This design comes from an exercise in tuning for small area, a short achievable clock period and few clock cycles on the open sky130 flow, not from production work.
RTL that was checked went through simulation tests only; none was proved equivalent to the original.

## PE
module PE (
	input clk,
	input rst,
	input PE_en,
	input [13-1:0] i_config,
	input [32-1:0] ifmap,
	input [32-1:0] filter,
	input [32-1:0] ipsum,
	input ifmap_valid,
	input filter_valid,
	input ipsum_valid,
	input opsum_ready,
	output reg [32-1:0] opsum,
	output reg ifmap_ready,
	output reg filter_ready,
	output reg ipsum_ready,
	output reg opsum_valid
);
clock: 12.0 ns
lec_check: 0
cap_margin: 20
core_margin: 2
core_utilization: 40
cts_cluster_diameter: 80
cts_cluster_size: 30
slew_margin: 20
standard.sh (not shown) runs the stock make flow with config.mk's settings and CLKGATE_MAP_FILE= SYNTH_SCRIPT=/design/flow/synth_recipe.tcl, a recipe that flattens the netlist after the stock synthesis.
==> flow/flow/run.sh <==
#!/bin/bash
# Layout flow: the standard synthesis, then a netlist pass (fapol.py) that
# re-polarises full adders to drop the inverters synthesis leaves between them,
# then the standard ORFS layout with repair_timing asked for extra setup margin.
set -euo pipefail
RES=$PWD/orfs/results/sky130hd/PE/base
LIB=$FLOW_HOME/platforms/sky130hd/lib/sky130_fd_sc_hd__tt_025C_1v80.lib
bash standard.sh synth > synth.log 2>&1
cp $RES/1_2_yosys.v $RES/1_2_yosys.orig.v
python3 flow/fapol.py $LIB $RES/1_2_yosys.orig.v $RES/1_2_yosys.v > fapol.log 2>&1
rm -f $RES/1_synth.odb
bash standard.sh SETUP_SLACK_MARGIN=8.2 TNS_END_PERCENT=100 'BUFFER_PORTS_ARGS=-buffer_cell sky130_fd_sc_hd__buf_2' finish > standard.log 2>&1
Other scripts of this flow, unchanged in this note and not shown: flow/flow/fapol.py
Next try:
--- a/flow/design.v
+++ b/flow/design.v
@@ -40,51 +40,49 @@
 reg [2:0] kw;      
 reg [1:0] fr;      
 reg fdone;         
 wire [1:0] e_rs = busy ? crs : i_config[11:10];
 wire [1:0] e_p = busy ? cp : i_config[8:7];
 wire f_rowlast = (fr == e_rs);
 wire f_last = f_rowlast & (kw[1:0] == e_p);
-reg [11:0] fwen;
-always @(*) begin
-	for (i = 0; i < 12; i = i + 1)
-		fwen[i] = f_fire && kw[1:0] == i / 3 && fr == i % 3;
-end
 always @(posedge clk) begin
 	for (i = 0; i < 12; i = i + 1)
-		if (fwen[i])
+		if (f_fire && kw[1:0] == i / 3 && fr == i % 3)
 			fmem[i*32 +: 32] <= filter;
 end
 always @(posedge clk or posedge rst) begin
 	if (rst) begin
-		kw <= 3'd0; fr <= 2'd0; fdone <= 1'b0; filter_ready <= 1'b0;
+		kw <= 3'd0; fr <= 2'd0; fdone <= 1'b0; filter_ready <= 1'b0; kwd <= 3'd0;
 	end else if (job_end) begin
-		kw <= 3'd0; fr <= 2'd0; fdone <= 1'b0; filter_ready <= 1'b1;
+		kw <= 3'd0; fr <= 2'd0; fdone <= 1'b0; filter_ready <= 1'b1; kwd <= 3'd0;
 	end else if (f_fire) begin
+		kwd <= kw;
 		fr <= f_rowlast ? 2'd0 : fr + 2'd1;
 		if (f_rowlast) kw <= kw + 3'd1;
 		if (f_last) fdone <= 1'b1;
 		filter_ready <= !f_last;
 	end else begin
 		filter_ready <= !fdone;
+		kwd <= kw;
 	end
 end
 reg [31:0] q0, q1, q2, q3;
 reg [2:0] nq;
 reg [4:0] ci;      
 reg [1:0] ki;      
 reg idone;         
 reg [3:0] sk0;     
 reg sk1, sk2, sk3;
 reg [11:0] xen;    
 wire [1:0] nout_m1 = cdw ? cq : cp;
 wire last_in_col = (ki == nout_m1);
 wire last_col = (ci == ccol);
 wire win_ok = (nq > {1'b0, crs}) & (!last_in_col | last_col | !cst | (nq >= 3'd2));
-wire filt_ok = cdw ? (kw != 3'd0) : (kw > {1'b0, ki});
+reg [2:0] kwd;     
+wire filt_ok = cdw ? (kwd != 3'd0) : (kwd > {1'b0, ki});
 wire fin_ok = !(last_in_col & last_col) | fdone;
 wire can_issue = busy & !idone & win_ok & filt_ok & fin_ok;
 wire issue = can_issue & adv;
 wire pop = issue & last_in_col & !last_col;
 wire [2:0] nq_pop = pop ? (nq - {2'b0, cst} - 3'd1) : nq;
 wire [31:0] iword = ifmap ^ 32'h80808080;
 always @(posedge clk) begin
@@ -99,22 +97,18 @@
 wire vB_next = adv ? vA : vB;
 wire sfull_next = !o_take & (sfull | c_go);
 wire c_go_next = vB_next & np_next & !sfull_next;
 wire adv_n = !vB_next | c_go_next;
 wire [1:0] ki_n = issue ? (last_in_col ? 2'd0 : ki + 2'd1) : ki;
 wire [4:0] ci_n = (issue & last_in_col & !last_col) ? ci + 5'd1 : ci;
 wire idone_n = idone | (issue & last_in_col & last_col);
-wire fdone_n = fdone | (f_fire & f_last);
 wire lic_n = (ki_n == nout_m1);
 wire lc_n = (ci_n == ccol);
-wire win_ok_n = (nq_next > {1'b0, crs}) & (!lic_n | lc_n | !cst | (nq_next >= 3'd2));
-wire [2:0] kw_n = kw + {2'b0, f_fire & f_rowlast};
-wire filt_ok_n = cdw ? (kw_n != 3'd0) : (kw_n > {1'b0, ki_n});
-wire fin_ok_n = !(lic_n & lc_n) | fdone_n;
-wire pop_n = busy & !job_end & !idone_n & win_ok_n & filt_ok_n & fin_ok_n & adv_n & lic_n & !lc_n;
+wire filt_ok_n = cdw ? (kw != 3'd0) : (kw > {1'b0, ki_n});
+wire pop_n = busy & !job_end & !idone_n & filt_ok_n & adv_n & lic_n & !lc_n;
 always @(posedge clk or posedge rst) begin
 	if (rst) begin
 		nq <= 3'd0; ifmap_ready <= 1'b0;
 	end else if (job_end) begin
 		nq <= 3'd0; ifmap_ready <= 1'b1;
 	end else begin
 		nq <= nq_next;
@@ -202,20 +196,18 @@
 wire [7:0] xs00, xs01, xs02, xs03, xs10, xs11, xs12, xs13, xs20, xs21, xs22, xs23;
 reg [95:0] fsr;
 integer fr_i, fc_i;
 always @(posedge clk) begin
 	for (fr_i = 0; fr_i < 3; fr_i = fr_i + 1)
 		for (fc_i = 0; fc_i < 4; fc_i = fc_i + 1)
 			fsr[fr_i*32 + fc_i*8 +: 8] <= {8{xen_n[fr_i*4 + fc_i]}} & (
-				  ({8{sk0_n[fc_i] & !fwen[0*3 + fr_i]}} & fmem[(0*3 + fr_i)*32 + fc_i*8 +: 8])
-				| ({8{sk1_n & !fwen[1*3 + fr_i]}} & fmem[(1*3 + fr_i)*32 + fc_i*8 +: 8])
-				| ({8{sk2_n & !fwen[2*3 + fr_i]}} & fmem[(2*3 + fr_i)*32 + fc_i*8 +: 8])
-				| ({8{sk3_n & !fwen[3*3 + fr_i]}} & fmem[(3*3 + fr_i)*32 + fc_i*8 +: 8])
-				| ({8{(sk0_n[fc_i] & fwen[0*3 + fr_i]) | (sk1_n & fwen[1*3 + fr_i])
-				    | (sk2_n & fwen[2*3 + fr_i]) | (sk3_n & fwen[3*3 + fr_i])}} & filter[fc_i*8 +: 8]));
+				  ({8{sk0_n[fc_i]}} & fmem[(0*3 + fr_i)*32 + fc_i*8 +: 8])
+				| ({8{sk1_n}} & fmem[(1*3 + fr_i)*32 + fc_i*8 +: 8])
+				| ({8{sk2_n}} & fmem[(2*3 + fr_i)*32 + fc_i*8 +: 8])
+				| ({8{sk3_n}} & fmem[(3*3 + fr_i)*32 + fc_i*8 +: 8]));
 end
 assign {fs03, fs02, fs01, fs00} = fsr[31:0];
 assign {fs13, fs12, fs11, fs10} = fsr[63:32];
 assign {fs23, fs22, fs21, fs20} = fsr[95:64];
 assign {xs03, xs02, xs01, xs00} = q0;
 assign {xs13, xs12, xs11, xs10} = q1;
 assign {xs23, xs22, xs21, xs20} = q2;
After rerunning:
- worst hold slack is about the same
- setup slack is better by 0.17 ns
- routed wire length decreases by 10%
- first-iteration DRC count is lower by 17%
- utilization drops by 0.46 points
No run of this note included a check of the RTL's function; only the layout flow was run.

run 1:
PE, a different RTL version from the one above (not shown whole).
Size in the first run: about 3,700 cells after synthesis, about 150 I/O pins, roughly 55,000 um^2 of cells after synthesis.
clock: 12.0 ns
lec_check: 0
cap_margin: 20
core_margin: 2
core_utilization: 40
slew_margin: 20
==> flow/flow/run.sh <==
#!/bin/bash
# Layout flow: the standard synthesis, then a netlist pass (fapol.py) that
# re-polarises full adders to drop the inverters synthesis leaves between them,
# then the standard ORFS layout with repair_timing asked for extra setup margin.
set -euo pipefail
RES=$PWD/orfs/results/sky130hd/PE/base
LIB=$FLOW_HOME/platforms/sky130hd/lib/sky130_fd_sc_hd__tt_025C_1v80.lib
bash standard.sh synth > synth.log 2>&1
cp $RES/1_2_yosys.v $RES/1_2_yosys.orig.v
python3 flow/fapol.py $LIB $RES/1_2_yosys.orig.v $RES/1_2_yosys.v > fapol.log 2>&1
rm -f $RES/1_synth.odb
bash standard.sh SETUP_SLACK_MARGIN=8 TNS_END_PERCENT=100 'BUFFER_PORTS_ARGS=-buffer_cell sky130_fd_sc_hd__buf_2' finish > standard.log 2>&1
Other scripts of this flow, unchanged in this note and not shown: flow/flow/fapol.py
Testbench counts of run 1, summed over its fixed seeds: cycles 9,840.
What run 2 does differently from run 1 at the input level:
--- a/flow/design.v
+++ b/flow/design.v
@@ -138,18 +138,15 @@
 	end else begin
 		if (PE_en && !busy) begin
 			busy <= 1'b1;
 			cdw <= i_config[12]; crs <= i_config[11:10]; cst <= i_config[9];
 			cp <= i_config[8:7]; ccol <= i_config[6:2]; cq <= i_config[1:0];
 		end
 		sk0 <= sk0_n; sk1 <= sk1_n; sk2 <= sk2_n; sk3 <= sk3_n;
-		if (PE_en && !busy) begin
-			for (i = 0; i < 12; i = i + 1)
-				xen[i] <= (i / 4 <= i_config[11:10]) & (i_config[12] | (i % 4 <= i_config[1:0]));
-		end
+		xen <= xen_n;
 		if (job_end) begin
 			busy <= 1'b0; ci <= 5'd0; ki <= 2'd0; idone <= 1'b0;
 		end else if (issue) begin
 			if (last_in_col) begin
 				ki <= 2'd0;
 				if (last_col) idone <= 1'b1; else ci <= ci + 5'd1;
 			end else begin
@@ -173,19 +170,23 @@
 			sfull <= 1'b0;
 		end else if (c_go) begin
 			sfull <= 1'b1;
 			slast <= lB;
 		end
 	end
 end
+reg [11:0] xen_n;
 reg [3:0] sk0_n;
 reg sk1_n, sk2_n, sk3_n;
 always @(*) begin
 	sk0_n = sk0; sk1_n = sk1; sk2_n = sk2; sk3_n = sk3;
+	xen_n = xen;
 	if (PE_en && !busy) begin
+		for (i = 0; i < 12; i = i + 1)
+			xen_n[i] = (i / 4 <= i_config[11:10]) & (i_config[12] | (i % 4 <= i_config[1:0]));
 		sk0_n = i_config[12] ? 4'b0001 : 4'b1111; sk1_n = 1'b0; sk2_n = 1'b0; sk3_n = 1'b0;
 	end else if (issue) begin
 		if (cdw) begin
 			sk0_n = last_in_col ? 4'b0001 : {sk0[2:0], 1'b0};
 		end else begin
 			sk0_n = {4{last_in_col}};
 			sk1_n = !last_in_col & (ki == 2'd0);
@@ -197,29 +198,26 @@
 wire [7:0] fs00, fs01, fs02, fs03, fs10, fs11, fs12, fs13, fs20, fs21, fs22, fs23;
 wire [7:0] xs00, xs01, xs02, xs03, xs10, xs11, xs12, xs13, xs20, xs21, xs22, xs23;
 reg [95:0] fsr;
 integer fr_i, fc_i;
 always @(posedge clk) begin
 	for (fr_i = 0; fr_i < 3; fr_i = fr_i + 1)
 		for (fc_i = 0; fc_i < 4; fc_i = fc_i + 1)
-			fsr[fr_i*32 + fc_i*8 +: 8] <=
+			fsr[fr_i*32 + fc_i*8 +: 8] <= {8{xen_n[fr_i*4 + fc_i]}} & (
 				  ({8{sk0_n[fc_i]}} & fmem[(0*3 + fr_i)*32 + fc_i*8 +: 8])
 				| ({8{sk1_n}} & fmem[(1*3 + fr_i)*32 + fc_i*8 +: 8])
 				| ({8{sk2_n}} & fmem[(2*3 + fr_i)*32 + fc_i*8 +: 8])
-				| ({8{sk3_n}} & fmem[(3*3 + fr_i)*32 + fc_i*8 +: 8]);
+				| ({8{sk3_n}} & fmem[(3*3 + fr_i)*32 + fc_i*8 +: 8]));
 end
 assign {fs03, fs02, fs01, fs00} = fsr[31:0];
 assign {fs13, fs12, fs11, fs10} = fsr[63:32];
 assign {fs23, fs22, fs21, fs20} = fsr[95:64];
-wire [31:0] xm0 = q0 & {{8{xen[3]}}, {8{xen[2]}}, {8{xen[1]}}, {8{xen[0]}}};
-wire [31:0] xm1 = q1 & {{8{xen[7]}}, {8{xen[6]}}, {8{xen[5]}}, {8{xen[4]}}};
-wire [31:0] xm2 = q2 & {{8{xen[11]}}, {8{xen[10]}}, {8{xen[9]}}, {8{xen[8]}}};
-assign {xs03, xs02, xs01, xs00} = xm0;
-assign {xs13, xs12, xs11, xs10} = xm1;
-assign {xs23, xs22, xs21, xs20} = xm2;
+assign {xs03, xs02, xs01, xs00} = q0;
+assign {xs13, xs12, xs11, xs10} = q1;
+assign {xs23, xs22, xs21, xs20} = q2;
 reg ca_0_0;
 reg ca_0_1;
 reg ca_1_0;
 reg ca_2_0;
 reg ca_2_1;
 reg ca_3_0;
 reg ca_3_1;
## What came out
Run 2 vs run 1: number of filler cells placed in the layout up slightly. Non-clock buffer count (run 2 over run 1): decrease, 8.6%. | final estimated routing congestion in global placement | run 1 vs run 2 | ≈ equal |. For the maximum fanout encountered on the critical timing path, run 2 came in 1 lower than run 1 did. For clock-pin slew on the worst setup and hold paths, run 2 and run 1 come out practically identical. Compared with run 1, in run 2 global-route usage essentially unchanged; area of the mapped netlist decreased 370 um^2; mean instance size in the synthesized netlist decreased about 6%; maximum clock rate increased 0.84%. Cmp run 2 and run 1 / final worst slack / higher: run 2.
Testbench counts of run 2, summed over its fixed seeds: cycles 9,840.

PE, a different RTL version from the one above (not shown whole).
For scale: about 150 I/O pins, roughly 53000 um^2 of cells after synthesis.
clock: 12.0 ns
lec_check: 0
cap_margin: 20
core_margin: 2
core_utilization: 40
cts_cluster_diameter: 80
cts_cluster_size: 30
slew_margin: 20
==> flow/flow/run.sh <==
#!/bin/bash
# Layout flow: the standard synthesis, then a netlist pass (fapol.py) that
# re-polarises full adders to drop the inverters synthesis leaves between them,
# then the standard ORFS layout with repair_timing asked for extra setup margin.
set -euo pipefail
RES=$PWD/orfs/results/sky130hd/PE/base
LIB=$FLOW_HOME/platforms/sky130hd/lib/sky130_fd_sc_hd__tt_025C_1v80.lib
bash standard.sh synth > synth.log 2>&1
cp $RES/1_2_yosys.v $RES/1_2_yosys.orig.v
python3 flow/fapol.py $LIB $RES/1_2_yosys.orig.v $RES/1_2_yosys.v > fapol.log 2>&1
rm -f $RES/1_synth.odb
bash standard.sh SETUP_SLACK_MARGIN=8.4 TNS_END_PERCENT=100 'BUFFER_PORTS_ARGS=-buffer_cell sky130_fd_sc_hd__buf_2' finish > standard.log 2>&1
Other scripts of this flow, unchanged in this note and not shown: flow/flow/fapol.py
The baseline completed without violations.
Testbench counts at the start, summed over its fixed seeds: cycles 10,032.
Change:
--- a/flow/design.v
+++ b/flow/design.v
@@ -59,20 +59,17 @@
 	if (f_store && fr == 2'd2) stg[95:64] <= filter;
 	R0 <= ins ? stg : R1;
 	R1 <= R2;
 	R2 <= R3;
 	R3 <= R0;
 end
-wire stg_keep = stg_full & !(ins & !cdw);
-wire stg_full_next = f_done_one | stg_keep;
+wire stg_full_next = f_done_one | (stg_full & !(ins & !cdw));
 wire [1:0] stg_k_next = f_done_one ? kw[1:0] : stg_k;
 wire [2:0] T0_next = ins ? {1'b1, stg_k} : T1;
-wire rule0_next = cdw ? !T2[2] : ((stg_k == 2'd0) | (T0_next[2] & (T0_next[1:0] == stg_k - 2'd1)));
-wire rule1_next = cdw ? !T2[2] : ((kw[1:0] == 2'd0) | (T0_next[2] & (T0_next[1:0] == kw[1:0] - 2'd1)));
-wire block0 = stg_keep & !rule0_next & !cdw;    
-wire block1 = !rule1_next & !cdw;               
+wire ins_next = stg_full_next & (cdw ? !T2[2] :
+	((stg_k_next == 2'd0) | (T0_next[2] & (T0_next[1:0] == stg_k_next - 2'd1))));
 wire fdone_next = fdone | (f_fire & f_last);
 always @(posedge clk or posedge rst) begin
 	if (rst) begin
 		kw <= 3'd0; fr <= 2'd0; fdone <= 1'b0; filter_ready <= 1'b0;
 		stg_full <= 1'b0; stg_k <= 2'd0;
 		T0 <= 3'd0; T1 <= 3'd0; T2 <= 3'd0; T3 <= 3'd0;
@@ -86,13 +83,13 @@
 			if (f_rowlast) kw <= kw + 3'd1;
 		end
 		fdone <= fdone_next;
 		stg_full <= stg_full_next;
 		stg_k <= stg_k_next;
 		T0 <= T0_next; T1 <= T2; T2 <= T3; T3 <= T0;
-		filter_ready <= !fdone_next & !(f_done_one ? block1 : block0);
+		filter_ready <= !fdone_next & !(stg_full_next & !ins_next & !cdw);
 	end
 end
 reg [31:0] q0, q1, q2, q3;
 reg [2:0] nq;
 reg [4:0] ci;      
 reg [1:0] ki;      
After rerunning: Register-to-register slack got worse by 20 ps; global-route usage falls by 0.39 points; critical path depth increases by 10; area after synthesis barely changes; count of clock-buffer cells in the layout is unchanged; hold slack barely changes; first-iteration DRC count is higher by 2.7%; cell count is lower by 0.84%; design area barely changes; core utilization hardly moves; die area hardly moves.
Only the layout flow was run in the second run of this note; the RTL was not checked for function there.

==> port drivers added, routing unchanged <==
How much do the figures lean on ideal ports? The routed layouts below were timed once more, with nothing changed but the port constraints. Step 1 assumes that a clkbuf_16 drives the clock port and a buf_2 every other input. Step 2 times the ports against the registers' clock, not the clock port: input delays grow and output delays shrink by t, the midpoint of the rising clock arrivals with the driver on. Three values: no drivers, after step 1, after step 2; two values: the first two.
run	t, ns	slack for setup (ns)	worst setup path at the end	worst slew at a driven data input, ns
the first run of note 1	0.766	8.013 / 8.044 / 7.278	input to register	0.07
the second run of note 1	0.754	8.184 / 8.184 / 7.592	input to register	0.19
run 1	0.804	7.984 / 7.984 / 7.487	input to register	0.12
run 2	0.801	8.017 / 8.017 / 7.377	input to register	0.10
the first run of note 3	0.773	8.316 / 8.241 / 7.775	input to register	0.08
the second run of note 3	0.748	8.235 / 8.241 / 7.541	input to register	0.08
After both steps every run listed still meets setup and hold. For the first run of note 1, which loses most, drivers alone change the setup slack by +0.031 ns; drivers and shift together by -0.735 ns.
